This is an optimization exercise on Yosys and OpenROAD, whose aim is small area and a short achievable clock period, not a production implementation.
Function was not checked in any run shown here: the RTL went through the layout flow alone.
Power and IR drop assume default switching activity.

==> flow/design.v, too long to show whole: its modules and the start of the top module <==
// module multiplier_int: 1134 lines
// module multiply_accumulate: 63 lines
module multiply_accumulate(
  clk,
  aresetn,
  reset,
  data,
  multi,
  result,
  overflow
);
  // ...
==> flow/flow/run.sh <==
#!/bin/bash
export BUFFER_PORTS_ARGS="-buffer_cell sky130_fd_sc_hd__buf_1"
bash standard.sh > standard.log 2>&1
==> flow/standard.sh <==
#!/bin/bash
# synth_recipe.tcl (not shown) runs the flow's synth.tcl, then flattens the netlist and writes it again
# the make line also repeats each setting of config.mk as NAME=value (left out here)
make -C /OpenROAD-flow-scripts/flow DESIGN_CONFIG=/design/flow/config.mk WORK_HOME=/design/flow/orfs CLKGATE_MAP_FILE= SYNTH_SCRIPT=/design/flow/synth_recipe.tcl "${@:-finish}"
==> flow/config.mk <==
export PLATFORM = sky130hd
export DESIGN_NAME = multiply_accumulate
export DESIGN_NICKNAME = multiply_accumulate
export VERILOG_FILES = /design/flow/design.v
export SDC_FILE = /design/flow/constraint.sdc
export NUM_CORES = 4
export LEC_CHECK = 0
export CAP_MARGIN = 20
export CORE_MARGIN = 2
export CORE_UTILIZATION = 65
export CTS_BUF_LIST = sky130_fd_sc_hd__clkbuf_8
export CTS_CLUSTER_DIAMETER = 60
export CTS_CLUSTER_SIZE = 15
export SETUP_SLACK_MARGIN = 2.2
export SLEW_MARGIN = 20
export TNS_END_PERCENT = 0
==> flow/constraint.sdc <==
create_clock -name core_clock -period 4.5 [get_ports {clk}]
set_input_delay 0.9000 -clock core_clock [delete_from_list [all_inputs] [get_ports {clk}]]
set_output_delay 0.9000 -clock core_clock [all_outputs]
set_load 0.01 [all_outputs]
==> flow_summary.toml, run 1 <==
[synthesis]
synthFlopType = "dfxtp_1"
synth-adder-area-share = 0.129
yosys.area_share.simple = 0.0521
synth_cell_types = 71
avgSynthCellArea_um2 = 12.6

[floorplan]
core_mm2 = 0.0325
die_x_um = 186

[worst_setup_path]
cp_slowest_cell = "dfxtp_1"
worst-path-buf-inv = 2
critPathTopFamily = "adder cells"

[power]
internal-power_mw = 12.8
p_total_mw = 19.3
powerComb_mw = 7.40
pg_clk_mw = 2.90

[timing]
max_freq_ghz = 0.341
fin_skew_ns = 0.0250

[place]
dp.final_hpwl_mm = 23.7

[drt]
via_per_inst = 5.28
drc = 0

[final_layout]
top_regs = "pd: 434 flops, q: 32 flops, result: 32 flops"
buffers = 89
antenna_cells = 0

[status]
status = "complete, no violations"

[clock_tree]
cts_hold_buf = 0
clk_pin_slew_ns = 0.09
==> module multiply_accumulate, before the edit <==
module multiply_accumulate(
  clk,
  aresetn,
  reset,
  data,
  multi,
  result,
  overflow
);
  parameter I_OPP_W = 16;
  parameter O_OPP_W = 2 * I_OPP_W;
  input clk;
  input aresetn;
  input reset;
  input [I_OPP_W - 1:0] data;
  input [I_OPP_W - 1:0] multi;
  output reg [O_OPP_W - 1:0] result;
  output reg overflow;
  wire [16:0] bx = {multi, 1'b0};
  wire [7:0] one, two, neg;
  genvar g;
  generate for (g = 0; g < 8; g = g + 1) begin : enc
    assign one[g] = bx[2*g+1] ^ bx[2*g];
    assign two[g] = (bx[2*g+2] & ~bx[2*g+1] & ~bx[2*g]) | (~bx[2*g+2] & bx[2*g+1] & bx[2*g]);
    assign neg[g] = bx[2*g+2];
  end endgenerate
  wire [31:0] prod;
  multiplier_int u0(.clk(clk), .a(data), .one(one), .two(two), .neg(neg), .b(multi), .p(prod));
  localparam ND = 15;
  reg [30:0] pd [0:ND-2];
  integer i;
  always @(posedge clk) begin
    pd[0] <= prod[30:0];
    for (i = 1; i < ND - 1; i = i + 1)
      pd[i] <= pd[i-1];
  end
  wire [30:0] pp = pd[ND-2];
  wire [31:0] pfull = {pp[30] & (|pp[29:0]), pp};
  reg [4:0] cnt;
  reg [31:0] q;
  always @(posedge clk, negedge aresetn) begin
    if (aresetn == 0) begin
      cnt <= 0;
      q <= 0;
    end else begin
      if (cnt != 5'd16)
        cnt <= cnt + 5'd1;
      q <= (cnt == 5'd16) ? pfull : 32'd0;
    end
  end
  always @(posedge clk, negedge aresetn) begin
    if (aresetn == 0) begin
      result <= 0;
      overflow <= 0;
    end else if (reset == 1) begin
      result <= 0;
      overflow <= 0;
    end else begin
      result <= result + q;
      overflow <= result[O_OPP_W - 1] ^ q[31];
    end
  end
endmodule
==> run 2: changes to the inputs <==
--- a/flow/design.v
+++ b/flow/design.v
@@ -898,242 +898,175 @@
   assign c222 = (t3_28_0 & t3_28_1) | (t3_28_0 & t3_28_2) | (t3_28_1 & t3_28_2);
   assign s223 = t3_29_0 ^ 1'b1;
   assign c224 = t3_29_0 & 1'b1;
   wire [31:0] rowA = {1'b1, t3_30_0, s223, s221, s219, s217, s215, s213, s211, s209, s207, s205, s203, s201, s199, s197, s195, s193, s191, s189, s187, s185, s183, s181, s179, s177, s175, s173, s171, s169, t3_1_0, t3_0_0};
   wire [31:0] rowB = {1'b0, c224, c222, c220, c218, c216, c214, c212, c210, c208, c206, c204, c202, c200, c198, c196, c194, c192, c190, c188, c186, c184, c182, c180, c178, c176, c174, c172, c170, t3_2_2, 1'b0, t3_0_1};
   wire [31:0] cpa_g0 = rowA & rowB;
   wire [31:0] cpa_p0 = rowA ^ rowB;
   wire cpa_G1_1 = cpa_g0[1] | (cpa_p0[1] & cpa_g0[0]);
-  wire cpa_G1_2 = cpa_g0[2] | (cpa_p0[2] & cpa_g0[1]);
-  wire cpa_P1_2 = cpa_p0[2] & cpa_p0[1];
+  wire cpa_P1_1 = cpa_p0[1] & cpa_p0[0];
   wire cpa_G1_3 = cpa_g0[3] | (cpa_p0[3] & cpa_g0[2]);
   wire cpa_P1_3 = cpa_p0[3] & cpa_p0[2];
-  wire cpa_G1_4 = cpa_g0[4] | (cpa_p0[4] & cpa_g0[3]);
-  wire cpa_P1_4 = cpa_p0[4] & cpa_p0[3];
   wire cpa_G1_5 = cpa_g0[5] | (cpa_p0[5] & cpa_g0[4]);
   wire cpa_P1_5 = cpa_p0[5] & cpa_p0[4];
-  wire cpa_G1_6 = cpa_g0[6] | (cpa_p0[6] & cpa_g0[5]);
-  wire cpa_P1_6 = cpa_p0[6] & cpa_p0[5];
   wire cpa_G1_7 = cpa_g0[7] | (cpa_p0[7] & cpa_g0[6]);
   wire cpa_P1_7 = cpa_p0[7] & cpa_p0[6];
-  wire cpa_G1_8 = cpa_g0[8] | (cpa_p0[8] & cpa_g0[7]);
-  wire cpa_P1_8 = cpa_p0[8] & cpa_p0[7];
   wire cpa_G1_9 = cpa_g0[9] | (cpa_p0[9] & cpa_g0[8]);
   wire cpa_P1_9 = cpa_p0[9] & cpa_p0[8];
-  wire cpa_G1_10 = cpa_g0[10] | (cpa_p0[10] & cpa_g0[9]);
-  wire cpa_P1_10 = cpa_p0[10] & cpa_p0[9];
   wire cpa_G1_11 = cpa_g0[11] | (cpa_p0[11] & cpa_g0[10]);
   wire cpa_P1_11 = cpa_p0[11] & cpa_p0[10];
-  wire cpa_G1_12 = cpa_g0[12] | (cpa_p0[12] & cpa_g0[11]);
-  wire cpa_P1_12 = cpa_p0[12] & cpa_p0[11];
   wire cpa_G1_13 = cpa_g0[13] | (cpa_p0[13] & cpa_g0[12]);
   wire cpa_P1_13 = cpa_p0[13] & cpa_p0[12];
-  wire cpa_G1_14 = cpa_g0[14] | (cpa_p0[14] & cpa_g0[13]);
-  wire cpa_P1_14 = cpa_p0[14] & cpa_p0[13];
   wire cpa_G1_15 = cpa_g0[15] | (cpa_p0[15] & cpa_g0[14]);
   wire cpa_P1_15 = cpa_p0[15] & cpa_p0[14];
-  wire cpa_G1_16 = cpa_g0[16] | (cpa_p0[16] & cpa_g0[15]);
-  wire cpa_P1_16 = cpa_p0[16] & cpa_p0[15];
   wire cpa_G1_17 = cpa_g0[17] | (cpa_p0[17] & cpa_g0[16]);
   wire cpa_P1_17 = cpa_p0[17] & cpa_p0[16];
-  wire cpa_G1_18 = cpa_g0[18] | (cpa_p0[18] & cpa_g0[17]);
-  wire cpa_P1_18 = cpa_p0[18] & cpa_p0[17];
   wire cpa_G1_19 = cpa_g0[19] | (cpa_p0[19] & cpa_g0[18]);
   wire cpa_P1_19 = cpa_p0[19] & cpa_p0[18];
-  wire cpa_G1_20 = cpa_g0[20] | (cpa_p0[20] & cpa_g0[19]);
-  wire cpa_P1_20 = cpa_p0[20] & cpa_p0[19];
   wire cpa_G1_21 = cpa_g0[21] | (cpa_p0[21] & cpa_g0[20]);
   wire cpa_P1_21 = cpa_p0[21] & cpa_p0[20];
-  wire cpa_G1_22 = cpa_g0[22] | (cpa_p0[22] & cpa_g0[21]);
-  wire cpa_P1_22 = cpa_p0[22] & cpa_p0[21];
   wire cpa_G1_23 = cpa_g0[23] | (cpa_p0[23] & cpa_g0[22]);
   wire cpa_P1_23 = cpa_p0[23] & cpa_p0[22];
-  wire cpa_G1_24 = cpa_g0[24] | (cpa_p0[24] & cpa_g0[23]);
-  wire cpa_P1_24 = cpa_p0[24] & cpa_p0[23];
   wire cpa_G1_25 = cpa_g0[25] | (cpa_p0[25] & cpa_g0[24]);
   wire cpa_P1_25 = cpa_p0[25] & cpa_p0[24];
-  wire cpa_G1_26 = cpa_g0[26] | (cpa_p0[26] & cpa_g0[25]);
-  wire cpa_P1_26 = cpa_p0[26] & cpa_p0[25];
   wire cpa_G1_27 = cpa_g0[27] | (cpa_p0[27] & cpa_g0[26]);
   wire cpa_P1_27 = cpa_p0[27] & cpa_p0[26];
-  wire cpa_G1_28 = cpa_g0[28] | (cpa_p0[28] & cpa_g0[27]);
-  wire cpa_P1_28 = cpa_p0[28] & cpa_p0[27];
   wire cpa_G1_29 = cpa_g0[29] | (cpa_p0[29] & cpa_g0[28]);
   wire cpa_P1_29 = cpa_p0[29] & cpa_p0[28];
-  wire cpa_G1_30 = cpa_g0[30] | (cpa_p0[30] & cpa_g0[29]);
-  wire cpa_P1_30 = cpa_p0[30] & cpa_p0[29];
   wire cpa_G1_31 = cpa_g0[31] | (cpa_p0[31] & cpa_g0[30]);
   wire cpa_P1_31 = cpa_p0[31] & cpa_p0[30];
-  wire cpa_G2_2 = cpa_G1_2 | (cpa_P1_2 & cpa_g0[0]);
+  wire cpa_G2_2 = cpa_g0[2] | (cpa_p0[2] & cpa_G1_1);
+  wire cpa_P2_2 = cpa_p0[2] & cpa_P1_1;
   wire cpa_G2_3 = cpa_G1_3 | (cpa_P1_3 & cpa_G1_1);
-  wire cpa_G2_4 = cpa_G1_4 | (cpa_P1_4 & cpa_G1_2);
-  wire cpa_P2_4 = cpa_P1_4 & cpa_P1_2;
-  wire cpa_G2_5 = cpa_G1_5 | (cpa_P1_5 & cpa_G1_3);
-  wire cpa_P2_5 = cpa_P1_5 & cpa_P1_3;
-  wire cpa_G2_6 = cpa_G1_6 | (cpa_P1_6 & cpa_G1_4);
-  wire cpa_P2_6 = cpa_P1_6 & cpa_P1_4;
+  wire cpa_P2_3 = cpa_P1_3 & cpa_P1_1;
+  wire cpa_G2_6 = cpa_g0[6] | (cpa_p0[6] & cpa_G1_5);
+  wire cpa_P2_6 = cpa_p0[6] & cpa_P1_5;
   wire cpa_G2_7 = cpa_G1_7 | (cpa_P1_7 & cpa_G1_5);
   wire cpa_P2_7 = cpa_P1_7 & cpa_P1_5;
-  wire cpa_G2_8 = cpa_G1_8 | (cpa_P1_8 & cpa_G1_6);
-  wire cpa_P2_8 = cpa_P1_8 & cpa_P1_6;
-  wire cpa_G2_9 = cpa_G1_9 | (cpa_P1_9 & cpa_G1_7);
-  wire cpa_P2_9 = cpa_P1_9 & cpa_P1_7;
-  wire cpa_G2_10 = cpa_G1_10 | (cpa_P1_10 & cpa_G1_8);
-  wire cpa_P2_10 = cpa_P1_10 & cpa_P1_8;
+  wire cpa_G2_10 = cpa_g0[10] | (cpa_p0[10] & cpa_G1_9);
+  wire cpa_P2_10 = cpa_p0[10] & cpa_P1_9;
   wire cpa_G2_11 = cpa_G1_11 | (cpa_P1_11 & cpa_G1_9);
   wire cpa_P2_11 = cpa_P1_11 & cpa_P1_9;
-  wire cpa_G2_12 = cpa_G1_12 | (cpa_P1_12 & cpa_G1_10);
-  wire cpa_P2_12 = cpa_P1_12 & cpa_P1_10;
-  wire cpa_G2_13 = cpa_G1_13 | (cpa_P1_13 & cpa_G1_11);
-  wire cpa_P2_13 = cpa_P1_13 & cpa_P1_11;
-  wire cpa_G2_14 = cpa_G1_14 | (cpa_P1_14 & cpa_G1_12);
-  wire cpa_P2_14 = cpa_P1_14 & cpa_P1_12;
+  wire cpa_G2_14 = cpa_g0[14] | (cpa_p0[14] & cpa_G1_13);
+  wire cpa_P2_14 = cpa_p0[14] & cpa_P1_13;
   wire cpa_G2_15 = cpa_G1_15 | (cpa_P1_15 & cpa_G1_13);
   wire cpa_P2_15 = cpa_P1_15 & cpa_P1_13;
-  wire cpa_G2_16 = cpa_G1_16 | (cpa_P1_16 & cpa_G1_14);
-  wire cpa_P2_16 = cpa_P1_16 & cpa_P1_14;
-  wire cpa_G2_17 = cpa_G1_17 | (cpa_P1_17 & cpa_G1_15);
-  wire cpa_P2_17 = cpa_P1_17 & cpa_P1_15;
-  wire cpa_G2_18 = cpa_G1_18 | (cpa_P1_18 & cpa_G1_16);
-  wire cpa_P2_18 = cpa_P1_18 & cpa_P1_16;
+  wire cpa_G2_18 = cpa_g0[18] | (cpa_p0[18] & cpa_G1_17);
+  wire cpa_P2_18 = cpa_p0[18] & cpa_P1_17;
   wire cpa_G2_19 = cpa_G1_19 | (cpa_P1_19 & cpa_G1_17);
   wire cpa_P2_19 = cpa_P1_19 & cpa_P1_17;
-  wire cpa_G2_20 = cpa_G1_20 | (cpa_P1_20 & cpa_G1_18);
-  wire cpa_P2_20 = cpa_P1_20 & cpa_P1_18;
-  wire cpa_G2_21 = cpa_G1_21 | (cpa_P1_21 & cpa_G1_19);
-  wire cpa_P2_21 = cpa_P1_21 & cpa_P1_19;
-  wire cpa_G2_22 = cpa_G1_22 | (cpa_P1_22 & cpa_G1_20);
-  wire cpa_P2_22 = cpa_P1_22 & cpa_P1_20;
+  wire cpa_G2_22 = cpa_g0[22] | (cpa_p0[22] & cpa_G1_21);
+  wire cpa_P2_22 = cpa_p0[22] & cpa_P1_21;
   wire cpa_G2_23 = cpa_G1_23 | (cpa_P1_23 & cpa_G1_21);
   wire cpa_P2_23 = cpa_P1_23 & cpa_P1_21;
-  wire cpa_G2_24 = cpa_G1_24 | (cpa_P1_24 & cpa_G1_22);
-  wire cpa_P2_24 = cpa_P1_24 & cpa_P1_22;
-  wire cpa_G2_25 = cpa_G1_25 | (cpa_P1_25 & cpa_G1_23);
-  wire cpa_P2_25 = cpa_P1_25 & cpa_P1_23;
-  wire cpa_G2_26 = cpa_G1_26 | (cpa_P1_26 & cpa_G1_24);
-  wire cpa_P2_26 = cpa_P1_26 & cpa_P1_24;
+  wire cpa_G2_26 = cpa_g0[26] | (cpa_p0[26] & cpa_G1_25);
+  wire cpa_P2_26 = cpa_p0[26] & cpa_P1_25;
   wire cpa_G2_27 = cpa_G1_27 | (cpa_P1_27 & cpa_G1_25);
   wire cpa_P2_27 = cpa_P1_27 & cpa_P1_25;
-  wire cpa_G2_28 = cpa_G1_28 | (cpa_P1_28 & cpa_G1_26);
-  wire cpa_P2_28 = cpa_P1_28 & cpa_P1_26;
-  wire cpa_G2_29 = cpa_G1_29 | (cpa_P1_29 & cpa_G1_27);
-  wire cpa_P2_29 = cpa_P1_29 & cpa_P1_27;
-  wire cpa_G2_30 = cpa_G1_30 | (cpa_P1_30 & cpa_G1_28);
-  wire cpa_P2_30 = cpa_P1_30 & cpa_P1_28;
+  wire cpa_G2_30 = cpa_g0[30] | (cpa_p0[30] & cpa_G1_29);
+  wire cpa_P2_30 = cpa_p0[30] & cpa_P1_29;
   wire cpa_G2_31 = cpa_G1_31 | (cpa_P1_31 & cpa_G1_29);
   wire cpa_P2_31 = cpa_P1_31 & cpa_P1_29;
-  wire cpa_G3_4 = cpa_G2_4 | (cpa_P2_4 & cpa_g0[0]);
-  wire cpa_G3_5 = cpa_G2_5 | (cpa_P2_5 & cpa_G1_1);
-  wire cpa_G3_6 = cpa_G2_6 | (cpa_P2_6 & cpa_G2_2);
+  wire cpa_G3_4 = cpa_g0[4] | (cpa_p0[4] & cpa_G2_3);
+  wire cpa_P3_4 = cpa_p0[4] & cpa_P2_3;
+  wire cpa_G3_5 = cpa_G1_5 | (cpa_P1_5 & cpa_G2_3);
+  wire cpa_P3_5 = cpa_P1_5 & cpa_P2_3;
+  wire cpa_G3_6 = cpa_G2_6 | (cpa_P2_6 & cpa_G2_3);
+  wire cpa_P3_6 = cpa_P2_6 & cpa_P2_3;
   wire cpa_G3_7 = cpa_G2_7 | (cpa_P2_7 & cpa_G2_3);
-  wire cpa_G3_8 = cpa_G2_8 | (cpa_P2_8 & cpa_G2_4);
-  wire cpa_P3_8 = cpa_P2_8 & cpa_P2_4;
-  wire cpa_G3_9 = cpa_G2_9 | (cpa_P2_9 & cpa_G2_5);
-  wire cpa_P3_9 = cpa_P2_9 & cpa_P2_5;
-  wire cpa_G3_10 = cpa_G2_10 | (cpa_P2_10 & cpa_G2_6);
-  wire cpa_P3_10 = cpa_P2_10 & cpa_P2_6;
-  wire cpa_G3_11 = cpa_G2_11 | (cpa_P2_11 & cpa_G2_7);
-  wire cpa_P3_11 = cpa_P2_11 & cpa_P2_7;
-  wire cpa_G3_12 = cpa_G2_12 | (cpa_P2_12 & cpa_G2_8);
-  wire cpa_P3_12 = cpa_P2_12 & cpa_P2_8;
-  wire cpa_G3_13 = cpa_G2_13 | (cpa_P2_13 & cpa_G2_9);
-  wire cpa_P3_13 = cpa_P2_13 & cpa_P2_9;
-  wire cpa_G3_14 = cpa_G2_14 | (cpa_P2_14 & cpa_G2_10);
-  wire cpa_P3_14 = cpa_P2_14 & cpa_P2_10;
+  wire cpa_P3_7 = cpa_P2_7 & cpa_P2_3;
+  wire cpa_G3_12 = cpa_g0[12] | (cpa_p0[12] & cpa_G2_11);
+  wire cpa_P3_12 = cpa_p0[12] & cpa_P2_11;
+  wire cpa_G3_13 = cpa_G1_13 | (cpa_P1_13 & cpa_G2_11);
+  wire cpa_P3_13 = cpa_P1_13 & cpa_P2_11;
+  wire cpa_G3_14 = cpa_G2_14 | (cpa_P2_14 & cpa_G2_11);
+  wire cpa_P3_14 = cpa_P2_14 & cpa_P2_11;
   wire cpa_G3_15 = cpa_G2_15 | (cpa_P2_15 & cpa_G2_11);
   wire cpa_P3_15 = cpa_P2_15 & cpa_P2_11;
-  wire cpa_G3_16 = cpa_G2_16 | (cpa_P2_16 & cpa_G2_12);
-  wire cpa_P3_16 = cpa_P2_16 & cpa_P2_12;
-  wire cpa_G3_17 = cpa_G2_17 | (cpa_P2_17 & cpa_G2_13);
-  wire cpa_P3_17 = cpa_P2_17 & cpa_P2_13;
-  wire cpa_G3_18 = cpa_G2_18 | (cpa_P2_18 & cpa_G2_14);
-  wire cpa_P3_18 = cpa_P2_18 & cpa_P2_14;
-  wire cpa_G3_19 = cpa_G2_19 | (cpa_P2_19 & cpa_G2_15);
-  wire cpa_P3_19 = cpa_P2_19 & cpa_P2_15;
-  wire cpa_G3_20 = cpa_G2_20 | (cpa_P2_20 & cpa_G2_16);
-  wire cpa_P3_20 = cpa_P2_20 & cpa_P2_16;
-  wire cpa_G3_21 = cpa_G2_21 | (cpa_P2_21 & cpa_G2_17);
-  wire cpa_P3_21 = cpa_P2_21 & cpa_P2_17;
-  wire cpa_G3_22 = cpa_G2_22 | (cpa_P2_22 & cpa_G2_18);
-  wire cpa_P3_22 = cpa_P2_22 & cpa_P2_18;
+  wire cpa_G3_20 = cpa_g0[20] | (cpa_p0[20] & cpa_G2_19);
+  wire cpa_P3_20 = cpa_p0[20] & cpa_P2_19;
+  wire cpa_G3_21 = cpa_G1_21 | (cpa_P1_21 & cpa_G2_19);
+  wire cpa_P3_21 = cpa_P1_21 & cpa_P2_19;
+  wire cpa_G3_22 = cpa_G2_22 | (cpa_P2_22 & cpa_G2_19);
+  wire cpa_P3_22 = cpa_P2_22 & cpa_P2_19;
   wire cpa_G3_23 = cpa_G2_23 | (cpa_P2_23 & cpa_G2_19);
   wire cpa_P3_23 = cpa_P2_23 & cpa_P2_19;
-  wire cpa_G3_24 = cpa_G2_24 | (cpa_P2_24 & cpa_G2_20);
-  wire cpa_P3_24 = cpa_P2_24 & cpa_P2_20;
-  wire cpa_G3_25 = cpa_G2_25 | (cpa_P2_25 & cpa_G2_21);
-  wire cpa_P3_25 = cpa_P2_25 & cpa_P2_21;
-  wire cpa_G3_26 = cpa_G2_26 | (cpa_P2_26 & cpa_G2_22);
-  wire cpa_P3_26 = cpa_P2_26 & cpa_P2_22;
-  wire cpa_G3_27 = cpa_G2_27 | (cpa_P2_27 & cpa_G2_23);
-  wire cpa_P3_27 = cpa_P2_27 & cpa_P2_23;
-  wire cpa_G3_28 = cpa_G2_28 | (cpa_P2_28 & cpa_G2_24);
-  wire cpa_P3_28 = cpa_P2_28 & cpa_P2_24;
-  wire cpa_G3_29 = cpa_G2_29 | (cpa_P2_29 & cpa_G2_25);
-  wire cpa_P3_29 = cpa_P2_29 & cpa_P2_25;
-  wire cpa_G3_30 = cpa_G2_30 | (cpa_P2_30 & cpa_G2_26);
-  wire cpa_P3_30 = cpa_P2_30 & cpa_P2_26;
+  wire cpa_G3_28 = cpa_g0[28] | (cpa_p0[28] & cpa_G2_27);
+  wire cpa_P3_28 = cpa_p0[28] & cpa_P2_27;
+  wire cpa_G3_29 = cpa_G1_29 | (cpa_P1_29 & cpa_G2_27);
+  wire cpa_P3_29 = cpa_P1_29 & cpa_P2_27;
+  wire cpa_G3_30 = cpa_G2_30 | (cpa_P2_30 & cpa_G2_27);
+  wire cpa_P3_30 = cpa_P2_30 & cpa_P2_27;
   wire cpa_G3_31 = cpa_G2_31 | (cpa_P2_31 & cpa_G2_27);
   wire cpa_P3_31 = cpa_P2_31 & cpa_P2_27;
-  wire cpa_G4_8 = cpa_G3_8 | (cpa_P3_8 & cpa_g0[0]);
-  wire cpa_G4_9 = cpa_G3_9 | (cpa_P3_9 & cpa_G1_1);
-  wire cpa_G4_10 = cpa_G3_10 | (cpa_P3_10 & cpa_G2_2);
-  wire cpa_G4_11 = cpa_G3_11 | (cpa_P3_11 & cpa_G2_3);
-  wire cpa_G4_12 = cpa_G3_12 | (cpa_P3_12 & cpa_G3_4);
-  wire cpa_G4_13 = cpa_G3_13 | (cpa_P3_13 & cpa_G3_5);
-  wire cpa_G4_14 = cpa_G3_14 | (cpa_P3_14 & cpa_G3_6);
+  wire cpa_G4_8 = cpa_g0[8] | (cpa_p0[8] & cpa_G3_7);
+  wire cpa_P4_8 = cpa_p0[8] & cpa_P3_7;
+  wire cpa_G4_9 = cpa_G1_9 | (cpa_P1_9 & cpa_G3_7);
+  wire cpa_P4_9 = cpa_P1_9 & cpa_P3_7;
+  wire cpa_G4_10 = cpa_G2_10 | (cpa_P2_10 & cpa_G3_7);
+  wire cpa_P4_10 = cpa_P2_10 & cpa_P3_7;
+  wire cpa_G4_11 = cpa_G2_11 | (cpa_P2_11 & cpa_G3_7);
+  wire cpa_P4_11 = cpa_P2_11 & cpa_P3_7;
+  wire cpa_G4_12 = cpa_G3_12 | (cpa_P3_12 & cpa_G3_7);
+  wire cpa_P4_12 = cpa_P3_12 & cpa_P3_7;
+  wire cpa_G4_13 = cpa_G3_13 | (cpa_P3_13 & cpa_G3_7);
+  wire cpa_P4_13 = cpa_P3_13 & cpa_P3_7;
+  wire cpa_G4_14 = cpa_G3_14 | (cpa_P3_14 & cpa_G3_7);
+  wire cpa_P4_14 = cpa_P3_14 & cpa_P3_7;
   wire cpa_G4_15 = cpa_G3_15 | (cpa_P3_15 & cpa_G3_7);
-  wire cpa_G4_16 = cpa_G3_16 | (cpa_P3_16 & cpa_G3_8);
-  wire cpa_P4_16 = cpa_P3_16 & cpa_P3_8;
-  wire cpa_G4_17 = cpa_G3_17 | (cpa_P3_17 & cpa_G3_9);
-  wire cpa_P4_17 = cpa_P3_17 & cpa_P3_9;
-  wire cpa_G4_18 = cpa_G3_18 | (cpa_P3_18 & cpa_G3_10);
-  wire cpa_P4_18 = cpa_P3_18 & cpa_P3_10;
-  wire cpa_G4_19 = cpa_G3_19 | (cpa_P3_19 & cpa_G3_11);
-  wire cpa_P4_19 = cpa_P3_19 & cpa_P3_11;
-  wire cpa_G4_20 = cpa_G3_20 | (cpa_P3_20 & cpa_G3_12);
-  wire cpa_P4_20 = cpa_P3_20 & cpa_P3_12;
-  wire cpa_G4_21 = cpa_G3_21 | (cpa_P3_21 & cpa_G3_13);
-  wire cpa_P4_21 = cpa_P3_21 & cpa_P3_13;
-  wire cpa_G4_22 = cpa_G3_22 | (cpa_P3_22 & cpa_G3_14);
-  wire cpa_P4_22 = cpa_P3_22 & cpa_P3_14;
-  wire cpa_G4_23 = cpa_G3_23 | (cpa_P3_23 & cpa_G3_15);
-  wire cpa_P4_23 = cpa_P3_23 & cpa_P3_15;
-  wire cpa_G4_24 = cpa_G3_24 | (cpa_P3_24 & cpa_G3_16);
-  wire cpa_P4_24 = cpa_P3_24 & cpa_P3_16;
-  wire cpa_G4_25 = cpa_G3_25 | (cpa_P3_25 & cpa_G3_17);
-  wire cpa_P4_25 = cpa_P3_25 & cpa_P3_17;
-  wire cpa_G4_26 = cpa_G3_26 | (cpa_P3_26 & cpa_G3_18);
-  wire cpa_P4_26 = cpa_P3_26 & cpa_P3_18;
-  wire cpa_G4_27 = cpa_G3_27 | (cpa_P3_27 & cpa_G3_19);
-  wire cpa_P4_27 = cpa_P3_27 & cpa_P3_19;
-  wire cpa_G4_28 = cpa_G3_28 | (cpa_P3_28 & cpa_G3_20);
-  wire cpa_P4_28 = cpa_P3_28 & cpa_P3_20;
-  wire cpa_G4_29 = cpa_G3_29 | (cpa_P3_29 & cpa_G3_21);
-  wire cpa_P4_29 = cpa_P3_29 & cpa_P3_21;
-  wire cpa_G4_30 = cpa_G3_30 | (cpa_P3_30 & cpa_G3_22);
-  wire cpa_P4_30 = cpa_P3_30 & cpa_P3_22;
+  wire cpa_P4_15 = cpa_P3_15 & cpa_P3_7;
+  wire cpa_G4_24 = cpa_g0[24] | (cpa_p0[24] & cpa_G3_23);
+  wire cpa_P4_24 = cpa_p0[24] & cpa_P3_23;
+  wire cpa_G4_25 = cpa_G1_25 | (cpa_P1_25 & cpa_G3_23);
+  wire cpa_P4_25 = cpa_P1_25 & cpa_P3_23;
+  wire cpa_G4_26 = cpa_G2_26 | (cpa_P2_26 & cpa_G3_23);
+  wire cpa_P4_26 = cpa_P2_26 & cpa_P3_23;
+  wire cpa_G4_27 = cpa_G2_27 | (cpa_P2_27 & cpa_G3_23);
+  wire cpa_P4_27 = cpa_P2_27 & cpa_P3_23;
+  wire cpa_G4_28 = cpa_G3_28 | (cpa_P3_28 & cpa_G3_23);
+  wire cpa_P4_28 = cpa_P3_28 & cpa_P3_23;
+  wire cpa_G4_29 = cpa_G3_29 | (cpa_P3_29 & cpa_G3_23);
+  wire cpa_P4_29 = cpa_P3_29 & cpa_P3_23;
+  wire cpa_G4_30 = cpa_G3_30 | (cpa_P3_30 & cpa_G3_23);
+  wire cpa_P4_30 = cpa_P3_30 & cpa_P3_23;
   wire cpa_G4_31 = cpa_G3_31 | (cpa_P3_31 & cpa_G3_23);
   wire cpa_P4_31 = cpa_P3_31 & cpa_P3_23;
-  wire cpa_G5_16 = cpa_G4_16 | (cpa_P4_16 & cpa_g0[0]);
-  wire cpa_G5_17 = cpa_G4_17 | (cpa_P4_17 & cpa_G1_1);
-  wire cpa_G5_18 = cpa_G4_18 | (cpa_P4_18 & cpa_G2_2);
-  wire cpa_G5_19 = cpa_G4_19 | (cpa_P4_19 & cpa_G2_3);
-  wire cpa_G5_20 = cpa_G4_20 | (cpa_P4_20 & cpa_G3_4);
-  wire cpa_G5_21 = cpa_G4_21 | (cpa_P4_21 & cpa_G3_5);
-  wire cpa_G5_22 = cpa_G4_22 | (cpa_P4_22 & cpa_G3_6);
-  wire cpa_G5_23 = cpa_G4_23 | (cpa_P4_23 & cpa_G3_7);
-  wire cpa_G5_24 = cpa_G4_24 | (cpa_P4_24 & cpa_G4_8);
-  wire cpa_G5_25 = cpa_G4_25 | (cpa_P4_25 & cpa_G4_9);
-  wire cpa_G5_26 = cpa_G4_26 | (cpa_P4_26 & cpa_G4_10);
-  wire cpa_G5_27 = cpa_G4_27 | (cpa_P4_27 & cpa_G4_11);
-  wire cpa_G5_28 = cpa_G4_28 | (cpa_P4_28 & cpa_G4_12);
-  wire cpa_G5_29 = cpa_G4_29 | (cpa_P4_29 & cpa_G4_13);
-  wire cpa_G5_30 = cpa_G4_30 | (cpa_P4_30 & cpa_G4_14);
+  wire cpa_G5_16 = cpa_g0[16] | (cpa_p0[16] & cpa_G4_15);
+  wire cpa_P5_16 = cpa_p0[16] & cpa_P4_15;
+  wire cpa_G5_17 = cpa_G1_17 | (cpa_P1_17 & cpa_G4_15);
+  wire cpa_P5_17 = cpa_P1_17 & cpa_P4_15;
+  wire cpa_G5_18 = cpa_G2_18 | (cpa_P2_18 & cpa_G4_15);
+  wire cpa_P5_18 = cpa_P2_18 & cpa_P4_15;
+  wire cpa_G5_19 = cpa_G2_19 | (cpa_P2_19 & cpa_G4_15);
+  wire cpa_P5_19 = cpa_P2_19 & cpa_P4_15;
+  wire cpa_G5_20 = cpa_G3_20 | (cpa_P3_20 & cpa_G4_15);
+  wire cpa_P5_20 = cpa_P3_20 & cpa_P4_15;
+  wire cpa_G5_21 = cpa_G3_21 | (cpa_P3_21 & cpa_G4_15);
+  wire cpa_P5_21 = cpa_P3_21 & cpa_P4_15;
+  wire cpa_G5_22 = cpa_G3_22 | (cpa_P3_22 & cpa_G4_15);
+  wire cpa_P5_22 = cpa_P3_22 & cpa_P4_15;
+  wire cpa_G5_23 = cpa_G3_23 | (cpa_P3_23 & cpa_G4_15);
+  wire cpa_P5_23 = cpa_P3_23 & cpa_P4_15;
+  wire cpa_G5_24 = cpa_G4_24 | (cpa_P4_24 & cpa_G4_15);
+  wire cpa_P5_24 = cpa_P4_24 & cpa_P4_15;
+  wire cpa_G5_25 = cpa_G4_25 | (cpa_P4_25 & cpa_G4_15);
+  wire cpa_P5_25 = cpa_P4_25 & cpa_P4_15;
+  wire cpa_G5_26 = cpa_G4_26 | (cpa_P4_26 & cpa_G4_15);
+  wire cpa_P5_26 = cpa_P4_26 & cpa_P4_15;
+  wire cpa_G5_27 = cpa_G4_27 | (cpa_P4_27 & cpa_G4_15);
+  wire cpa_P5_27 = cpa_P4_27 & cpa_P4_15;
+  wire cpa_G5_28 = cpa_G4_28 | (cpa_P4_28 & cpa_G4_15);
+  wire cpa_P5_28 = cpa_P4_28 & cpa_P4_15;
+  wire cpa_G5_29 = cpa_G4_29 | (cpa_P4_29 & cpa_G4_15);
+  wire cpa_P5_29 = cpa_P4_29 & cpa_P4_15;
+  wire cpa_G5_30 = cpa_G4_30 | (cpa_P4_30 & cpa_G4_15);
+  wire cpa_P5_30 = cpa_P4_30 & cpa_P4_15;
   wire cpa_G5_31 = cpa_G4_31 | (cpa_P4_31 & cpa_G4_15);
+  wire cpa_P5_31 = cpa_P4_31 & cpa_P4_15;
   wire [31:0] cpa_s = cpa_p0 ^ {cpa_G5_30, cpa_G5_29, cpa_G5_28, cpa_G5_27, cpa_G5_26, cpa_G5_25, cpa_G5_24, cpa_G5_23, cpa_G5_22, cpa_G5_21, cpa_G5_20, cpa_G5_19, cpa_G5_18, cpa_G5_17, cpa_G5_16, cpa_G4_15, cpa_G4_14, cpa_G4_13, cpa_G4_12, cpa_G4_11, cpa_G4_10, cpa_G4_9, cpa_G4_8, cpa_G3_7, cpa_G3_6, cpa_G3_5, cpa_G3_4, cpa_G2_3, cpa_G2_2, cpa_G1_1, cpa_g0[0], 1'b0};
   assign p = cpa_s;
 endmodule
 module multiply_accumulate(
   clk,
   aresetn,
   reset,
   data,
@@ -1177,21 +1110,251 @@
       cnt <= 0;
       q <= 0;
     end else begin
       if (cnt != 5'd16)
         cnt <= cnt + 5'd1;
       q <= (cnt == 5'd16) ? pfull : 32'd0;
     end
   end
+  wire [31:0] acc_g0 = result & q;
+  wire [31:0] acc_p0 = result ^ q;
+  wire acc_G1_1 = acc_g0[1] | (acc_p0[1] & acc_g0[0]);
+  wire acc_G1_2 = acc_g0[2] | (acc_p0[2] & acc_g0[1]);
+  wire acc_P1_2 = acc_p0[2] & acc_p0[1];
+  wire acc_G1_3 = acc_g0[3] | (acc_p0[3] & acc_g0[2]);
+  wire acc_P1_3 = acc_p0[3] & acc_p0[2];
+  wire acc_G1_4 = acc_g0[4] | (acc_p0[4] & acc_g0[3]);
+  wire acc_P1_4 = acc_p0[4] & acc_p0[3];
+  wire acc_G1_5 = acc_g0[5] | (acc_p0[5] & acc_g0[4]);
+  wire acc_P1_5 = acc_p0[5] & acc_p0[4];
+  wire acc_G1_6 = acc_g0[6] | (acc_p0[6] & acc_g0[5]);
+  wire acc_P1_6 = acc_p0[6] & acc_p0[5];
+  wire acc_G1_7 = acc_g0[7] | (acc_p0[7] & acc_g0[6]);
+  wire acc_P1_7 = acc_p0[7] & acc_p0[6];
+  wire acc_G1_8 = acc_g0[8] | (acc_p0[8] & acc_g0[7]);
+  wire acc_P1_8 = acc_p0[8] & acc_p0[7];
+  wire acc_G1_9 = acc_g0[9] | (acc_p0[9] & acc_g0[8]);
+  wire acc_P1_9 = acc_p0[9] & acc_p0[8];
+  wire acc_G1_10 = acc_g0[10] | (acc_p0[10] & acc_g0[9]);
+  wire acc_P1_10 = acc_p0[10] & acc_p0[9];
+  wire acc_G1_11 = acc_g0[11] | (acc_p0[11] & acc_g0[10]);
+  wire acc_P1_11 = acc_p0[11] & acc_p0[10];
+  wire acc_G1_12 = acc_g0[12] | (acc_p0[12] & acc_g0[11]);
+  wire acc_P1_12 = acc_p0[12] & acc_p0[11];
+  wire acc_G1_13 = acc_g0[13] | (acc_p0[13] & acc_g0[12]);
+  wire acc_P1_13 = acc_p0[13] & acc_p0[12];
+  wire acc_G1_14 = acc_g0[14] | (acc_p0[14] & acc_g0[13]);
+  wire acc_P1_14 = acc_p0[14] & acc_p0[13];
+  wire acc_G1_15 = acc_g0[15] | (acc_p0[15] & acc_g0[14]);
+  wire acc_P1_15 = acc_p0[15] & acc_p0[14];
+  wire acc_G1_16 = acc_g0[16] | (acc_p0[16] & acc_g0[15]);
+  wire acc_P1_16 = acc_p0[16] & acc_p0[15];
+  wire acc_G1_17 = acc_g0[17] | (acc_p0[17] & acc_g0[16]);
+  wire acc_P1_17 = acc_p0[17] & acc_p0[16];
+  wire acc_G1_18 = acc_g0[18] | (acc_p0[18] & acc_g0[17]);
+  wire acc_P1_18 = acc_p0[18] & acc_p0[17];
+  wire acc_G1_19 = acc_g0[19] | (acc_p0[19] & acc_g0[18]);
+  wire acc_P1_19 = acc_p0[19] & acc_p0[18];
+  wire acc_G1_20 = acc_g0[20] | (acc_p0[20] & acc_g0[19]);
+  wire acc_P1_20 = acc_p0[20] & acc_p0[19];
+  wire acc_G1_21 = acc_g0[21] | (acc_p0[21] & acc_g0[20]);
+  wire acc_P1_21 = acc_p0[21] & acc_p0[20];
+  wire acc_G1_22 = acc_g0[22] | (acc_p0[22] & acc_g0[21]);
+  wire acc_P1_22 = acc_p0[22] & acc_p0[21];
+  wire acc_G1_23 = acc_g0[23] | (acc_p0[23] & acc_g0[22]);
+  wire acc_P1_23 = acc_p0[23] & acc_p0[22];
+  wire acc_G1_24 = acc_g0[24] | (acc_p0[24] & acc_g0[23]);
+  wire acc_P1_24 = acc_p0[24] & acc_p0[23];
+  wire acc_G1_25 = acc_g0[25] | (acc_p0[25] & acc_g0[24]);
+  wire acc_P1_25 = acc_p0[25] & acc_p0[24];
+  wire acc_G1_26 = acc_g0[26] | (acc_p0[26] & acc_g0[25]);
+  wire acc_P1_26 = acc_p0[26] & acc_p0[25];
+  wire acc_G1_27 = acc_g0[27] | (acc_p0[27] & acc_g0[26]);
+  wire acc_P1_27 = acc_p0[27] & acc_p0[26];
+  wire acc_G1_28 = acc_g0[28] | (acc_p0[28] & acc_g0[27]);
+  wire acc_P1_28 = acc_p0[28] & acc_p0[27];
+  wire acc_G1_29 = acc_g0[29] | (acc_p0[29] & acc_g0[28]);
+  wire acc_P1_29 = acc_p0[29] & acc_p0[28];
+  wire acc_G1_30 = acc_g0[30] | (acc_p0[30] & acc_g0[29]);
+  wire acc_P1_30 = acc_p0[30] & acc_p0[29];
+  wire acc_G1_31 = acc_g0[31] | (acc_p0[31] & acc_g0[30]);
+  wire acc_P1_31 = acc_p0[31] & acc_p0[30];
+  wire acc_G2_2 = acc_G1_2 | (acc_P1_2 & acc_g0[0]);
+  wire acc_G2_3 = acc_G1_3 | (acc_P1_3 & acc_G1_1);
+  wire acc_G2_4 = acc_G1_4 | (acc_P1_4 & acc_G1_2);
+  wire acc_P2_4 = acc_P1_4 & acc_P1_2;
+  wire acc_G2_5 = acc_G1_5 | (acc_P1_5 & acc_G1_3);
+  wire acc_P2_5 = acc_P1_5 & acc_P1_3;
+  wire acc_G2_6 = acc_G1_6 | (acc_P1_6 & acc_G1_4);
+  wire acc_P2_6 = acc_P1_6 & acc_P1_4;
+  wire acc_G2_7 = acc_G1_7 | (acc_P1_7 & acc_G1_5);
+  wire acc_P2_7 = acc_P1_7 & acc_P1_5;
+  wire acc_G2_8 = acc_G1_8 | (acc_P1_8 & acc_G1_6);
+  wire acc_P2_8 = acc_P1_8 & acc_P1_6;
+  wire acc_G2_9 = acc_G1_9 | (acc_P1_9 & acc_G1_7);
+  wire acc_P2_9 = acc_P1_9 & acc_P1_7;
+  wire acc_G2_10 = acc_G1_10 | (acc_P1_10 & acc_G1_8);
+  wire acc_P2_10 = acc_P1_10 & acc_P1_8;
+  wire acc_G2_11 = acc_G1_11 | (acc_P1_11 & acc_G1_9);
+  wire acc_P2_11 = acc_P1_11 & acc_P1_9;
+  wire acc_G2_12 = acc_G1_12 | (acc_P1_12 & acc_G1_10);
+  wire acc_P2_12 = acc_P1_12 & acc_P1_10;
+  wire acc_G2_13 = acc_G1_13 | (acc_P1_13 & acc_G1_11);
+  wire acc_P2_13 = acc_P1_13 & acc_P1_11;
+  wire acc_G2_14 = acc_G1_14 | (acc_P1_14 & acc_G1_12);
+  wire acc_P2_14 = acc_P1_14 & acc_P1_12;
+  wire acc_G2_15 = acc_G1_15 | (acc_P1_15 & acc_G1_13);
+  wire acc_P2_15 = acc_P1_15 & acc_P1_13;
+  wire acc_G2_16 = acc_G1_16 | (acc_P1_16 & acc_G1_14);
+  wire acc_P2_16 = acc_P1_16 & acc_P1_14;
+  wire acc_G2_17 = acc_G1_17 | (acc_P1_17 & acc_G1_15);
+  wire acc_P2_17 = acc_P1_17 & acc_P1_15;
+  wire acc_G2_18 = acc_G1_18 | (acc_P1_18 & acc_G1_16);
+  wire acc_P2_18 = acc_P1_18 & acc_P1_16;
+  wire acc_G2_19 = acc_G1_19 | (acc_P1_19 & acc_G1_17);
+  wire acc_P2_19 = acc_P1_19 & acc_P1_17;
+  wire acc_G2_20 = acc_G1_20 | (acc_P1_20 & acc_G1_18);
+  wire acc_P2_20 = acc_P1_20 & acc_P1_18;
+  wire acc_G2_21 = acc_G1_21 | (acc_P1_21 & acc_G1_19);
+  wire acc_P2_21 = acc_P1_21 & acc_P1_19;
+  wire acc_G2_22 = acc_G1_22 | (acc_P1_22 & acc_G1_20);
+  wire acc_P2_22 = acc_P1_22 & acc_P1_20;
+  wire acc_G2_23 = acc_G1_23 | (acc_P1_23 & acc_G1_21);
+  wire acc_P2_23 = acc_P1_23 & acc_P1_21;
+  wire acc_G2_24 = acc_G1_24 | (acc_P1_24 & acc_G1_22);
+  wire acc_P2_24 = acc_P1_24 & acc_P1_22;
+  wire acc_G2_25 = acc_G1_25 | (acc_P1_25 & acc_G1_23);
+  wire acc_P2_25 = acc_P1_25 & acc_P1_23;
+  wire acc_G2_26 = acc_G1_26 | (acc_P1_26 & acc_G1_24);
+  wire acc_P2_26 = acc_P1_26 & acc_P1_24;
+  wire acc_G2_27 = acc_G1_27 | (acc_P1_27 & acc_G1_25);
+  wire acc_P2_27 = acc_P1_27 & acc_P1_25;
+  wire acc_G2_28 = acc_G1_28 | (acc_P1_28 & acc_G1_26);
+  wire acc_P2_28 = acc_P1_28 & acc_P1_26;
+  wire acc_G2_29 = acc_G1_29 | (acc_P1_29 & acc_G1_27);
+  wire acc_P2_29 = acc_P1_29 & acc_P1_27;
+  wire acc_G2_30 = acc_G1_30 | (acc_P1_30 & acc_G1_28);
+  wire acc_P2_30 = acc_P1_30 & acc_P1_28;
+  wire acc_G2_31 = acc_G1_31 | (acc_P1_31 & acc_G1_29);
+  wire acc_P2_31 = acc_P1_31 & acc_P1_29;
+  wire acc_G3_4 = acc_G2_4 | (acc_P2_4 & acc_g0[0]);
+  wire acc_G3_5 = acc_G2_5 | (acc_P2_5 & acc_G1_1);
+  wire acc_G3_6 = acc_G2_6 | (acc_P2_6 & acc_G2_2);
+  wire acc_G3_7 = acc_G2_7 | (acc_P2_7 & acc_G2_3);
+  wire acc_G3_8 = acc_G2_8 | (acc_P2_8 & acc_G2_4);
+  wire acc_P3_8 = acc_P2_8 & acc_P2_4;
+  wire acc_G3_9 = acc_G2_9 | (acc_P2_9 & acc_G2_5);
+  wire acc_P3_9 = acc_P2_9 & acc_P2_5;
+  wire acc_G3_10 = acc_G2_10 | (acc_P2_10 & acc_G2_6);
+  wire acc_P3_10 = acc_P2_10 & acc_P2_6;
+  wire acc_G3_11 = acc_G2_11 | (acc_P2_11 & acc_G2_7);
+  wire acc_P3_11 = acc_P2_11 & acc_P2_7;
+  wire acc_G3_12 = acc_G2_12 | (acc_P2_12 & acc_G2_8);
+  wire acc_P3_12 = acc_P2_12 & acc_P2_8;
+  wire acc_G3_13 = acc_G2_13 | (acc_P2_13 & acc_G2_9);
+  wire acc_P3_13 = acc_P2_13 & acc_P2_9;
+  wire acc_G3_14 = acc_G2_14 | (acc_P2_14 & acc_G2_10);
+  wire acc_P3_14 = acc_P2_14 & acc_P2_10;
+  wire acc_G3_15 = acc_G2_15 | (acc_P2_15 & acc_G2_11);
+  wire acc_P3_15 = acc_P2_15 & acc_P2_11;
+  wire acc_G3_16 = acc_G2_16 | (acc_P2_16 & acc_G2_12);
+  wire acc_P3_16 = acc_P2_16 & acc_P2_12;
+  wire acc_G3_17 = acc_G2_17 | (acc_P2_17 & acc_G2_13);
+  wire acc_P3_17 = acc_P2_17 & acc_P2_13;
+  wire acc_G3_18 = acc_G2_18 | (acc_P2_18 & acc_G2_14);
+  wire acc_P3_18 = acc_P2_18 & acc_P2_14;
+  wire acc_G3_19 = acc_G2_19 | (acc_P2_19 & acc_G2_15);
+  wire acc_P3_19 = acc_P2_19 & acc_P2_15;
+  wire acc_G3_20 = acc_G2_20 | (acc_P2_20 & acc_G2_16);
+  wire acc_P3_20 = acc_P2_20 & acc_P2_16;
+  wire acc_G3_21 = acc_G2_21 | (acc_P2_21 & acc_G2_17);
+  wire acc_P3_21 = acc_P2_21 & acc_P2_17;
+  wire acc_G3_22 = acc_G2_22 | (acc_P2_22 & acc_G2_18);
+  wire acc_P3_22 = acc_P2_22 & acc_P2_18;
+  wire acc_G3_23 = acc_G2_23 | (acc_P2_23 & acc_G2_19);
+  wire acc_P3_23 = acc_P2_23 & acc_P2_19;
+  wire acc_G3_24 = acc_G2_24 | (acc_P2_24 & acc_G2_20);
+  wire acc_P3_24 = acc_P2_24 & acc_P2_20;
+  wire acc_G3_25 = acc_G2_25 | (acc_P2_25 & acc_G2_21);
+  wire acc_P3_25 = acc_P2_25 & acc_P2_21;
+  wire acc_G3_26 = acc_G2_26 | (acc_P2_26 & acc_G2_22);
+  wire acc_P3_26 = acc_P2_26 & acc_P2_22;
+  wire acc_G3_27 = acc_G2_27 | (acc_P2_27 & acc_G2_23);
+  wire acc_P3_27 = acc_P2_27 & acc_P2_23;
+  wire acc_G3_28 = acc_G2_28 | (acc_P2_28 & acc_G2_24);
+  wire acc_P3_28 = acc_P2_28 & acc_P2_24;
+  wire acc_G3_29 = acc_G2_29 | (acc_P2_29 & acc_G2_25);
+  wire acc_P3_29 = acc_P2_29 & acc_P2_25;
+  wire acc_G3_30 = acc_G2_30 | (acc_P2_30 & acc_G2_26);
+  wire acc_P3_30 = acc_P2_30 & acc_P2_26;
+  wire acc_G3_31 = acc_G2_31 | (acc_P2_31 & acc_G2_27);
+  wire acc_P3_31 = acc_P2_31 & acc_P2_27;
+  wire acc_G4_8 = acc_G3_8 | (acc_P3_8 & acc_g0[0]);
+  wire acc_G4_9 = acc_G3_9 | (acc_P3_9 & acc_G1_1);
+  wire acc_G4_10 = acc_G3_10 | (acc_P3_10 & acc_G2_2);
+  wire acc_G4_11 = acc_G3_11 | (acc_P3_11 & acc_G2_3);
+  wire acc_G4_12 = acc_G3_12 | (acc_P3_12 & acc_G3_4);
+  wire acc_G4_13 = acc_G3_13 | (acc_P3_13 & acc_G3_5);
+  wire acc_G4_14 = acc_G3_14 | (acc_P3_14 & acc_G3_6);
+  wire acc_G4_15 = acc_G3_15 | (acc_P3_15 & acc_G3_7);
+  wire acc_G4_16 = acc_G3_16 | (acc_P3_16 & acc_G3_8);
+  wire acc_P4_16 = acc_P3_16 & acc_P3_8;
+  wire acc_G4_17 = acc_G3_17 | (acc_P3_17 & acc_G3_9);
+  wire acc_P4_17 = acc_P3_17 & acc_P3_9;
+  wire acc_G4_18 = acc_G3_18 | (acc_P3_18 & acc_G3_10);
+  wire acc_P4_18 = acc_P3_18 & acc_P3_10;
+  wire acc_G4_19 = acc_G3_19 | (acc_P3_19 & acc_G3_11);
+  wire acc_P4_19 = acc_P3_19 & acc_P3_11;
+  wire acc_G4_20 = acc_G3_20 | (acc_P3_20 & acc_G3_12);
+  wire acc_P4_20 = acc_P3_20 & acc_P3_12;
+  wire acc_G4_21 = acc_G3_21 | (acc_P3_21 & acc_G3_13);
+  wire acc_P4_21 = acc_P3_21 & acc_P3_13;
+  wire acc_G4_22 = acc_G3_22 | (acc_P3_22 & acc_G3_14);
+  wire acc_P4_22 = acc_P3_22 & acc_P3_14;
+  wire acc_G4_23 = acc_G3_23 | (acc_P3_23 & acc_G3_15);
+  wire acc_P4_23 = acc_P3_23 & acc_P3_15;
+  wire acc_G4_24 = acc_G3_24 | (acc_P3_24 & acc_G3_16);
+  wire acc_P4_24 = acc_P3_24 & acc_P3_16;
+  wire acc_G4_25 = acc_G3_25 | (acc_P3_25 & acc_G3_17);
+  wire acc_P4_25 = acc_P3_25 & acc_P3_17;
+  wire acc_G4_26 = acc_G3_26 | (acc_P3_26 & acc_G3_18);
+  wire acc_P4_26 = acc_P3_26 & acc_P3_18;
+  wire acc_G4_27 = acc_G3_27 | (acc_P3_27 & acc_G3_19);
+  wire acc_P4_27 = acc_P3_27 & acc_P3_19;
+  wire acc_G4_28 = acc_G3_28 | (acc_P3_28 & acc_G3_20);
+  wire acc_P4_28 = acc_P3_28 & acc_P3_20;
+  wire acc_G4_29 = acc_G3_29 | (acc_P3_29 & acc_G3_21);
+  wire acc_P4_29 = acc_P3_29 & acc_P3_21;
+  wire acc_G4_30 = acc_G3_30 | (acc_P3_30 & acc_G3_22);
+  wire acc_P4_30 = acc_P3_30 & acc_P3_22;
+  wire acc_G4_31 = acc_G3_31 | (acc_P3_31 & acc_G3_23);
+  wire acc_P4_31 = acc_P3_31 & acc_P3_23;
+  wire acc_G5_16 = acc_G4_16 | (acc_P4_16 & acc_g0[0]);
+  wire acc_G5_17 = acc_G4_17 | (acc_P4_17 & acc_G1_1);
+  wire acc_G5_18 = acc_G4_18 | (acc_P4_18 & acc_G2_2);
+  wire acc_G5_19 = acc_G4_19 | (acc_P4_19 & acc_G2_3);
+  wire acc_G5_20 = acc_G4_20 | (acc_P4_20 & acc_G3_4);
+  wire acc_G5_21 = acc_G4_21 | (acc_P4_21 & acc_G3_5);
+  wire acc_G5_22 = acc_G4_22 | (acc_P4_22 & acc_G3_6);
+  wire acc_G5_23 = acc_G4_23 | (acc_P4_23 & acc_G3_7);
+  wire acc_G5_24 = acc_G4_24 | (acc_P4_24 & acc_G4_8);
+  wire acc_G5_25 = acc_G4_25 | (acc_P4_25 & acc_G4_9);
+  wire acc_G5_26 = acc_G4_26 | (acc_P4_26 & acc_G4_10);
+  wire acc_G5_27 = acc_G4_27 | (acc_P4_27 & acc_G4_11);
+  wire acc_G5_28 = acc_G4_28 | (acc_P4_28 & acc_G4_12);
+  wire acc_G5_29 = acc_G4_29 | (acc_P4_29 & acc_G4_13);
+  wire acc_G5_30 = acc_G4_30 | (acc_P4_30 & acc_G4_14);
+  wire acc_G5_31 = acc_G4_31 | (acc_P4_31 & acc_G4_15);
+  wire [31:0] acc_s = acc_p0 ^ {acc_G5_30, acc_G5_29, acc_G5_28, acc_G5_27, acc_G5_26, acc_G5_25, acc_G5_24, acc_G5_23, acc_G5_22, acc_G5_21, acc_G5_20, acc_G5_19, acc_G5_18, acc_G5_17, acc_G5_16, acc_G4_15, acc_G4_14, acc_G4_13, acc_G4_12, acc_G4_11, acc_G4_10, acc_G4_9, acc_G4_8, acc_G3_7, acc_G3_6, acc_G3_5, acc_G3_4, acc_G2_3, acc_G2_2, acc_G1_1, acc_g0[0], 1'b0};
   always @(posedge clk, negedge aresetn) begin
     if (aresetn == 0) begin
       result <= 0;
       overflow <= 0;
     end else if (reset == 1) begin
       result <= 0;
       overflow <= 0;
     end else begin
-      result <= result + q;
+      result <= acc_s;
       overflow <= result[O_OPP_W - 1] ^ q[31];
     end
   end
 endmodule
==> run 2 against run 1 <==
  * Design area shrank 0.22%
  * Die area shrank 0.24%
  * Sequential share of layout area grew 0.18 points
  * Worst hold slack is essentially flat
  * Via count shrank 0.24%
  * Synthesized area shrank 0.25%
  * Critical path depth grew 5
  * Still clean on timing, DRC and antenna
  * Power shrank 2.2%
  * First-iteration DRC count shrank 12%
  * Global-route usage shrank 0.10 points
  * Clock power shrank 4%
  * Highest routed layer unchanged
==> flow_summary.toml, run 2 <==
[status]
status = "complete, no violations"

[final_layout]
antenna_cells = 0
top_regs = "pd: 434 flops, q: 32 flops, result: 32 flops"
fill_cells = 2320
nNetsFinal = 1954
layout_commonest_cell = "dfxtp_1"
final_cell_mix = "dfxtp_1, inv_1, a22oi_1, xnor2_1, fa_1"
drive_gt1_frac = 0.0901
syn2layout_area_growth_pct = 8.01
top_register = "pd"
utilization = 0.712
instances_no_fill = 2206
regArea_mm2 = 0.0130
largest_reg_flops = 434
multiInputGateArea_mm2 = 0.00800

[timing]
slew_headroom = 0.398
drv_slew = 0
fin_skew_ns = 0.0358
setup-violations-final = 0
min_period_over_period = 0.650
fin_setup_tns_ns = 0
max_freq_ghz = 0.342
setup_ws_ns = 1.58
hold_viol_final = 0
rsz0062_at_grt = "true"
fin_crit_ns = 2.92
worstMarginPinSlew_ns = 0.904

[clock_tree]
numCtsBuffers = 50
ctsLongestPathBuffers = 3
cts-root-buf = "clkbuf_8"
cts-htree-levels = 2
cts_tree = "done"
clock_sinks = 628
clk_pin_slew_ns = 0.09
clk_latency_ns = 0.63

[global_routing]
track_usage = 0.203
grt_pass1_wl_mm = 56.1
grt_overflow_total = 0
grt_max_degree = 42
grt_pass1_vias = 11995
antenna_found_initial = 0

[floorplan]
io_pins = 68
rows = 66
chipHeight_um = 186
die_x_um = 186
core_mm2 = 0.0325
dieArea_mm2 = 0.0345
start_util = 0.660

[synthesis]
yosysWarnings = 3
synthFlopType = "dfxtp_1"
syn_inst = 1691
synth_most_common_cell = "dfxtp_1"
synth_edf_count = 0
ys_async_sr_fraction = 0.111
synth_nets = 1901
avgSynthCellArea_um2 = 12.7
seq_area_frac_synth = 0.602
yosysTopAreaCell = "dfxtp_1"
yosysTopAreaCellShare = 0.521
synth-seq-cells = 628
synth_commonest_cells = "dfxtp_1, a22oi_1, inv_1, xnor2_1, fa_1"
syn_area_mm2 = 0.0215
synth_cell_types = 67
ys_top_cells_by_area = "dfxtp_1, fa_1, dfrtp_1"

[drt]
vias = 11674
postRouteAntennaNets = 0
wl_per_cell_um = 15.4
drc = 0
finalWirelength_mm = 34.0
drt_pass1_iterations = 5
drt_iter0_drc = 484
via_per_inst = 5.29

[worst_setup_path]
r2r_cells = 12
r2r_setup_slack_ns = 1.58
timing.rr.start = "u0.t3_12_0"
start_kind = "flop"
cp_slowest_cell = "fa_1"
worst-setup-path-type = "reg -> reg"
slowest_delay_ns = 0.55
path_cells = "inv_2 > fa_1 > inv_2 > ha_4 > and3_4 > a221o_1 > or3b_4 > a31oi_4 > buf_12 > o31ai_4 > nand4_1 > nor3b_2"
critPathArrivalTime_ns = 3.44
worstPathMaxFanout = 5
r2r-end = "pd[0][30]"
required_ns = 5.02
critPathCaptureType = "flop"
crit_top_cell = "inv_2"

[hold_path]
min_path_type = "reg -> reg"
whs_endpoint = "pd[4][14]"
worstHoldStart = "pd[3][14]"
hold_depth = 0

[place]
gp_congestion = 0.912
placed_cells = 2128
pre_cts_slack_ns = 1.52
dp.final_hpwl_mm = 23.7
io_buffers = 67

[power]
p_total_mw = 18.9
leakage_nw = 9.96
clockPowerShare = 0.147
p_comb_frac = 0.378
swShare = 0.337
power.share.sequential = 0.475
power_density_mw_per_mm2 = 814
switchingPower_mw = 6.36
internal-power_mw = 12.5
peakVddDrop_mv = 0.372

[run]
cap_violations = 0
## run 2: cell types whose count changed in the layout (fill, tap and decap cells not counted), moves of 6 or more
cell and change:
dfxtp_1 -10, inv_1 +27, a21oi_1 -11, a21o_1 -10, xnor2_1 -13, o21ai_0 -13
buf_4 -7, dfxtp_2 +10, nor3_1 +6
## run 2: how the worst max path moves through the flow
| stage | start | end | slack, ns | cells after the start |
|---|---|---|---|---|
| final | u0.t3_12_0 | pd[0][30] | 1.58 | 12 |
| after detailed placement | u0.one_r[1] | u0.t3_18_0 | 1.52 | 7 |
| after CTS | u0.t3_12_2 | pd[0][28] | 1.57 | 11 |
| after global placement | u0.one_r[1] | u0.t3_18_0 | 1.55 | 7 |
| after global routing | u0.t3_12_1 | pd[0][30] | 1.49 | 12 |
| after floorplan | u0.t3_5_0 | pd[0][18] | 1.74 | 9 |
## run 2: cell families (layout without fill, tap and decap cells)
kind of cell | after synthesis | count (layout) | share of synthesized area
DFF | 628 | 628 | 0.602
AOI/OAI and AO/OA | 291 | 292 | 0.0989
and+or+nand+nor | 205 | 205 | 0.0508
buffers and inverters | 197 | 269 | 0.0345
xor gates and xnor gates | 187 | 187 | 0.0763
adders and majority gates | 175 | 175 | 0.133
muxes | 8 | 8 | 0.00414
## run 2: per-stage QoR
step / area [um^2] / hold WS [ns]
after floorplan: 21500 / 0.310
after global placement: 22100 / 0.310
after detailed placement: 22100 / 0.312
after CTS: 23000 / 0.315
after global routing: 23200 / 0.324
final: 23200 / 0.314
## run 2: power by group through the flow
stage	Combinational, mW	Sequential, mW	Clock (mW)
2_1_floorplan	5.22	8.81	0
4_1_cts	6.66	9.02	2.90
5_1_grt	8.02	9.23	3.12
3_5_place_dp	6.55	9.14	0
6_report	7.13	8.97	2.77
3_3_place_gp	6.41	8.99	0
## run 2: layout make-up
class                           count  area share
Clock buffer                       50      0.0297
Multi-Input combinational cell    867       0.345
Tap cell                          442      0.0239
Clock inverter                     22     0.00707
Sequential cell                   628       0.559
Inverter                          113      0.0183
Timing Repair Buffer               84      0.0169
## run 2: timing repair
item	CTS	global route
hold buffers	0	0
gates resized for setup	8	47
gates cloned	0	1
endpoints found under the setup margin	72	79
buffers inserted	0	5
pin swaps	1	16
## run 2: worst max-delay path, delay by kind of cell, from the launching register on
kind | cells | cell delay (ns)
buf+inv | 3 | 0.23
flops | 1 | 0.33
simple gates | 4 | 0.87
compound gates | 3 | 0.62
fa+ha+maj | 2 | 0.75
## run 2: routing by layer
metal | global-route usage | vias up | wire (um)
met3 | 0.0346 | 73 | 1970
met1 | 0.242 | 5535 | 14300
met4 | 0.0866 | 0 | 924
li1 | - | 5722 | -
met2 | 0.362 | 344 | 16800
met5 | 0 | - | 0

==> static timing again, ports no longer ideal <==
In the flow no input, the clock included, has a driving cell. The finished layouts below were timed again as built, in two steps. Step 1 (the two cells are an assumption about what drives the block):
set clk [get_ports {clk}]
set_driving_cell -lib_cell sky130_fd_sc_hd__clkbuf_16 $clk
set_driving_cell -lib_cell sky130_fd_sc_hd__buf_2 [delete_from_list [all_inputs] $clk]
Step 2 moves the port delays by t, midway between the first and last clock arrival at a register: inputs arrive t later, outputs are due t later. That takes back most of the time a late clock gives input paths. a / b / c = no drivers / after step 1 / after step 2; a / b = the first two.
run	t, ns	slack for setup (ns)	worst register clock-pin slew, ns
run 1	0.632	1.569 / 1.569 / 1.569	0.09 / 0.09
run 2	0.655	1.576 / 1.576 / 1.576	0.10 / 0.10
After both steps every run listed still meets setup and hold.
